Background: an optimization exercise with open tools, aiming at small area and a short achievable clock period. Do not read the settings as production practice.
In this exercise RTL edits were held to simulation tests only and were not proved equivalent to the original.
Power figures rest on the tool's default switching activity, not on a simulated workload.

// fir_gen
module fir_gen (input clk, input reset, input Load_x,
    input signed [7:0] x_in, input signed [7:0] c_in, output signed [7:0] y_out);
Size in the first run: ~620 cells after synthesis, roughly 27 I/O pins, about 7600 um^2 of cells after synthesis.
clock: 5.5 ns
lec_check: 0
cap_margin: 20
core_margin: 2
core_utilization: 40
setup_slack_margin: 2.5
slew_margin: 20
synth_hierarchical: 1
synth_minimum_keep_size: 0
standard.sh (not shown) runs the stock make flow with config.mk's settings and CLKGATE_MAP_FILE= SYNTH_SCRIPT=/design/flow/synth_recipe.tcl, a recipe that flattens the netlist after the stock synthesis.
==> flow/flow/run.sh <==
#!/bin/bash
# Own layout flow: the standard flow (standard.sh), with two changes after synthesis:
#  - the input and output port buffers are buf_1 cells (buffer_ports -buffer_cell)
#  - clock tree synthesis without dummy loads, clkbuf_4/8 below the root buffer
# Each step's full output goes to its own log file in this folder.
set -euo pipefail
bash standard.sh synth > synth.log 2>&1
export BUFFER_PORTS_ARGS="-buffer_cell sky130_fd_sc_hd__buf_1"
export CTS_ARGS="-sink_clustering_enable -repair_clock_nets -dont_use_dummy_load -root_buf sky130_fd_sc_hd__clkbuf_16 -buf_list {sky130_fd_sc_hd__clkbuf_4 sky130_fd_sc_hd__clkbuf_8}"
bash standard.sh floorplan > floorplan.log 2>&1
bash standard.sh place > place.log 2>&1
bash standard.sh cts > cts.log 2>&1
bash standard.sh route > route.log 2>&1
bash standard.sh finish > finish.log 2>&1
test -f out/final.def
The starting point completed with no timing, DRC or antenna violations.
Next try:
==> flow/run.sh (new file) <==
#!/bin/bash
# synth_recipe.tcl (not shown) runs the flow's synth.tcl, then flattens the netlist and writes it again
# the make line also repeats each setting of config.mk as NAME=value (left out here)
make -C /OpenROAD-flow-scripts/flow DESIGN_CONFIG=/design/flow/config.mk WORK_HOME=/design/flow/orfs CLKGATE_MAP_FILE= SYNTH_SCRIPT=/design/flow/synth_recipe.tcl finish
--- a/flow/config.mk
+++ b/flow/config.mk
@@ -8,6 +8,6 @@
 export CAP_MARGIN = 20
 export CORE_MARGIN = 2
-export CORE_UTILIZATION = 40
-export SETUP_SLACK_MARGIN = 2.5
+export CORE_UTILIZATION = 60
+export SETUP_SLACK_MARGIN = 2.7
 export SLEW_MARGIN = 20
 export SYNTH_HIERARCHICAL = 1
removed: flow/flow/run.sh
removed: flow/standard.sh
Outcome:
- count of clock-buffer cells in the layout came out higher by 4
- cell area came out higher by a little under a tenth
- synthesized area does not change
- routed wire length came out higher by a little under a tenth
- via count came out higher by a few percent
- hold slack improved by 0.0034 ns
- utilization came out higher by 26 points
- flip-flop and latch count stays the same
Next try:
==> flow/flow/run.sh (new file) <==
#!/bin/bash
# Own layout flow: the standard flow (standard.sh), with two changes after synthesis:
#  - the input and output port buffers are buf_1 cells (buffer_ports -buffer_cell)
#  - clock tree synthesis without dummy loads
# Each step's full output goes to its own log file in this folder.
set -euo pipefail
bash standard.sh synth > synth.log 2>&1
export BUFFER_PORTS_ARGS="-buffer_cell sky130_fd_sc_hd__buf_1"
export CTS_ARGS="-sink_clustering_enable -repair_clock_nets -dont_use_dummy_load"
bash standard.sh floorplan > floorplan.log 2>&1
bash standard.sh place > place.log 2>&1
bash standard.sh cts > cts.log 2>&1
bash standard.sh route > route.log 2>&1
bash standard.sh finish > finish.log 2>&1
test -f out/final.def
==> flow/standard.sh (new file) <==
#!/bin/bash
# synth_recipe.tcl (not shown) runs the flow's synth.tcl, then flattens the netlist and writes it again
# the make line also repeats each setting of config.mk as NAME=value (left out here)
make -C /OpenROAD-flow-scripts/flow DESIGN_CONFIG=/design/flow/config.mk WORK_HOME=/design/flow/orfs CLKGATE_MAP_FILE= SYNTH_SCRIPT=/design/flow/synth_recipe.tcl "${@:-finish}"
--- a/flow/config.mk
+++ b/flow/config.mk
@@ -8,6 +8,7 @@
 export CAP_MARGIN = 20
 export CORE_MARGIN = 2
-export CORE_UTILIZATION = 60
-export SETUP_SLACK_MARGIN = 2.7
+export CORE_UTILIZATION = 40
+export GPL_TIMING_DRIVEN = 1
+export SETUP_SLACK_MARGIN = 2.5
 export SLEW_MARGIN = 20
 export SYNTH_HIERARCHICAL = 1
removed: flow/run.sh
Effect:
- final area decreases by 6.7%
- power decreases by 8.2%
- non-clock buffer count is lower by 26
- sequential share of layout area goes up by 2.1 points
- sequential power stays flat
- global-route usage drops by 10 points
- routed wire length goes down by 7.8%
- sequential cell count does not change
- count of clock-buffer cells in the layout drops by 4
Next try:
--- a/flow/config.mk
+++ b/flow/config.mk
@@ -8,6 +8,5 @@
 export CAP_MARGIN = 20
 export CORE_MARGIN = 2
-export CORE_UTILIZATION = 40
-export GPL_TIMING_DRIVEN = 1
+export CORE_UTILIZATION = 50
 export SETUP_SLACK_MARGIN = 2.5
 export SLEW_MARGIN = 20
Power came out higher by 0.77%. Die area came out lower by 19%. Design area came out lower by 0.37%. Worst setup slack gets better by 0.0037 ns. Synthesized area stays the same. Global-route usage came out higher by 3.7 points. Synthesized cell count stays the same. Hold slack gets better by 0.0059 ns. Combinational power came out higher by about 1%.
Next try:
--- a/flow/config.mk
+++ b/flow/config.mk
@@ -8,6 +8,6 @@
 export CAP_MARGIN = 20
 export CORE_MARGIN = 2
-export CORE_UTILIZATION = 50
-export SETUP_SLACK_MARGIN = 2.5
+export CORE_UTILIZATION = 40
+export SETUP_SLACK_MARGIN = 2.7
 export SLEW_MARGIN = 20
 export SYNTH_HIERARCHICAL = 1
What happened: The new run went through all stages and came out clean. Power goes up by a few percent. Design area grows by a few percent. Global-route usage came out lower by 3.2 points. Non-clock buffer count came out higher by 18. Sequential cell count stays the same.
Next try:
==> flow/run.sh (new file) <==
#!/bin/bash
# synth_recipe.tcl (not shown) runs the flow's synth.tcl, then flattens the netlist and writes it again
# the make line also repeats each setting of config.mk as NAME=value (left out here)
make -C /OpenROAD-flow-scripts/flow DESIGN_CONFIG=/design/flow/config.mk WORK_HOME=/design/flow/orfs CLKGATE_MAP_FILE= SYNTH_SCRIPT=/design/flow/synth_recipe.tcl finish
--- a/flow/config.mk
+++ b/flow/config.mk
@@ -9,5 +9,5 @@
 export CORE_MARGIN = 2
 export CORE_UTILIZATION = 40
-export SETUP_SLACK_MARGIN = 2.7
+export SETUP_SLACK_MARGIN = 2.5
 export SLEW_MARGIN = 20
 export SYNTH_HIERARCHICAL = 1
removed: flow/flow/run.sh
removed: flow/standard.sh
Clock-buffer cell count grows by 5.
Setup slack is worse by 0.14 ns.
Die area is unchanged.
Non-clock buffer count drops by 23.
Area after synthesis is unchanged.
Synthesized cell count stays the same.
Cell area fell by 1.8%.
Global-route usage increases by 0.10 points.
Wire length stays flat.

==> what the ideal ports hide <==
In the flow no input, the clock included, has a driving cell. The finished layouts below were timed again as built, in two steps.
Step 1 sets driving cells, clkbuf_16 on the clock port and buf_2 on the other inputs (assumed; they add their load-dependent delay and slew).
Step 2 times the ports against the registers' clock, not the clock port: input delays grow and output delays shrink by t, the midpoint of the rising clock arrivals with the driver on.
Slacks: no drivers / after step 1 / after step 2; pairs: no drivers / after step 1.
run | shift t [ns] | slack for setup (ns) | hold WS [ns] | cell pins on the clock port's net
the first run | 0.390 | 2.553 / 2.536 / 2.448 | 0.483 / 0.483 / 0.483 | 1
the second run | 0.395 | 2.566 / 2.526 / 2.477 | 0.487 / 0.487 / 0.487 | 1
the third run | 0.390 | 2.553 / 2.536 / 2.448 | 0.483 / 0.483 / 0.483 | 1
the fourth run | 0.385 | 2.557 / 2.540 / 2.401 | 0.489 / 0.489 / 0.489 | 1
the fifth run | 0.389 | 2.564 / 2.523 / 2.425 | 0.494 / 0.494 / 0.494 | 1
the sixth run | 0.392 | 2.427 / 2.383 / 2.240 | 0.490 / 0.490 / 0.490 | 1
After both steps every run listed still meets setup and hold. For the sixth run, which loses most, drivers alone change the setup slack by -0.044 ns; drivers and shift together by -0.187 ns.
